From an optimization exercise on the open Yosys and OpenROAD flow, aimed at small area and a short achievable clock period; shortcuts taken in it are not production practice. Function was checked by simulation only, so behaviour that the tests miss may differ from the original.

Setup of run 1:
==> flow/design.v (excerpt) <==
module neuron(
    input clk , rst , start , EOI , EOF ,
    input signed [6:0] x1 , x2 ,
    input signed [1:0] tin ,
    output learned , updating ,
    output signed [1:0] tout
);
export LEC_CHECK = 0
export CAP_MARGIN = 20
export CORE_MARGIN = 2
export CORE_UTILIZATION = 40
export SETUP_SLACK_MARGIN = 5
export SLEW_MARGIN = 20
export SYNTH_HIERARCHICAL = 1
export TNS_END_PERCENT = 5
create_clock -name core_clock -period 9.5 [get_ports {clk}]
standard.sh (not shown) runs the stock make flow with config.mk's settings and CLKGATE_MAP_FILE= SYNTH_SCRIPT=/design/flow/synth_recipe.tcl, a recipe that flattens the netlist after the stock synthesis.
==> flow/flow/run.sh <==
#!/bin/bash
# The standard layout (the standard.sh: standard synthesis, ORFS floorplan to finish),
# with one change: the buffers ORFS puts on the input and output ports are buf_4 cells
# instead of the delay-buffer cell that buffer_ports picks by default.
set -euo pipefail
export BUFFER_PORTS_ARGS="-buffer_cell sky130_fd_sc_hd__buf_4"
bash standard.sh finish > standard_flow.log 2>&1
The inputs of run 2 differ from those of run 1 as listed below.
Settings: CORE_UTILIZATION: 40 -> 50.
Notes after the runs:
The total routed wire length on the met1 layer in run 2 sits 2.4% above the value recorded for run 1.
Diff run 1 -> run 2: routed wire length rose by 930 um; setup clock skew after layout barely changed; hold slack increased 36 ps; highest achievable clock rate flat; proportion of register bits with asynchronous set or reset after synthesis held steady.
Changes observed in run 2 relative to run 1: height of the die went down by about 10%, non-clock buffer count moved down, cell count shows a reduction of 56, cell area went down 1.1%.


the previous run:
Starting RTL as in the previous note.
export LEC_CHECK = 0
export CAP_MARGIN = 20
export CORE_MARGIN = 2
export CORE_UTILIZATION = 40
export SETUP_SLACK_MARGIN = 4.5
export SLEW_MARGIN = 20
export SYNTH_HIERARCHICAL = 1
export TNS_END_PERCENT = 5
create_clock -name core_clock -period 9.5 [get_ports {clk}]
Scripts as last shown in full above: flow/flow/run.sh
The previous run finished every stage and its layout cleared the timing, DRC and antenna checks.
The following lists how the current run was set up differently from the previous run:
Settings: removing SETUP_SLACK_MARGIN (formerly 4.5).
==> flow/flow/run.sh <==
#!/bin/bash
# The standard layout (the standard.sh: standard synthesis, ORFS floorplan to finish),
# with two changes: the buffers ORFS puts on the input and output ports are buf_4 cells
# instead of the delay-buffer cell that buffer_ports picks by default, and timing repair
# aims for 6.0 ns of setup slack at the design's clock period.
set -euo pipefail
export BUFFER_PORTS_ARGS="-buffer_cell sky130_fd_sc_hd__buf_4"
bash standard.sh SETUP_SLACK_MARGIN=6.0 finish > standard_flow.log 2>&1
[summary]
Between the previous run and the current run, non-clock buffer count increased. Number of clock buffer instances in the layout: the current run vs the previous run down 1. The current run | status: complete | timing, DRC, antenna: pass. Changes observed in the current run relative to the previous run: path length in cells of the critical path climbed 3; normalized max-slew margin climbed 5.9 points; design area climbed 10%.


neuron, a different RTL version from the one above (not shown whole).
For scale: roughly 810 cells after synthesis, about 73 flip-flops, about 25 I/O pins, about 7900 µm² of cells after synthesis.
==> flow/design.v (excerpt) <==
module neuron(
    input clk , rst , start , EOI , EOF ,
    input signed [6:0] x1 , x2 ,
    input signed [1:0] tin ,
    output learned , updating ,
    output signed [1:0] tout
);
    wire ldX, ldT, upd, eq;
    datapath dp(
        .clk(clk), .rst(rst), .ldX(ldX), .ldT(ldT), .upd(upd),
        .x1in(x1), .x2in(x2), .tin(tin), .tout(tout), .eq(eq)
    );
    controller ct(
        .clk(clk), .rst(rst), .eq(eq), .start(start), .EOF(EOF), .EOI(EOI),
        .ldX(ldX), .ldT(ldT), .upd(upd), .updating(updating), .learned(learned)
    );
endmodule
export LEC_CHECK = 0
export CAP_MARGIN = 20
export CORE_MARGIN = 2
export CORE_UTILIZATION = 40
export SETUP_SLACK_MARGIN = 5
export SLEW_MARGIN = 20
export SYNTH_HIERARCHICAL = 1
export TNS_END_PERCENT = 5
create_clock -name core_clock -period 9.5 [get_ports {clk}]
run.sh (not shown) runs the stock make flow with config.mk's settings and CLKGATE_MAP_FILE= SYNTH_SCRIPT=/design/flow/synth_recipe.tcl, a recipe that flattens the netlist after the stock synthesis.
Stock flow here: none of the scripts above is used.
Change:
- CORE_UTILIZATION: 40 -> 60
- SETUP_SLACK_MARGIN: 5 -> 4.5
Outcome:
- The changed run went through all stages and came out clean
- utilization came out higher by 24 points
- sequential cell count stays the same
- critical path depth came out higher by 7
- clock-buffer cell count came out lower by 4

==> re-timing with driven ports <==
The results above use ideal ports. As a check the final layouts listed here were re-extracted and re-timed, cells and wires unchanged.
Step 1, drivers: a clkbuf_16 drives clk and a buf_2 each remaining input, both assumed.
Step 2 moves the port delays by t, midway between the first and last clock arrival at a register: inputs arrive t later, outputs are due t later. That takes back most of the time a late clock gives input paths.
Three values: ideal, step 1, step 2; two values: the first two.
run	t, ns	setup slack, ns	hold slack, ns
run 1	0.378	5.042 / 5.049 / 4.671	0.550 / 0.550 / 0.550
run 2	0.387	5.051 / 5.060 / 4.674	0.587 / 0.587 / 0.587
the previous run	0.389	4.752 / 4.766 / 4.377	0.541 / 0.541 / 0.541
the current run	0.381	5.120 / 5.125 / 4.745	0.540 / 0.540 / 0.540
the first run of note 3	0.389	4.720 / 4.677 / 4.351	0.520 / 0.520 / 0.520
the second run of note 3	0.394	4.563 / 4.538 / 4.195	0.550 / 0.550 / 0.550
After both steps every run listed still meets setup and hold. The setup slack of run 2, which loses most, moves by +0.009 ns with the drivers and by -0.377 ns with both steps.
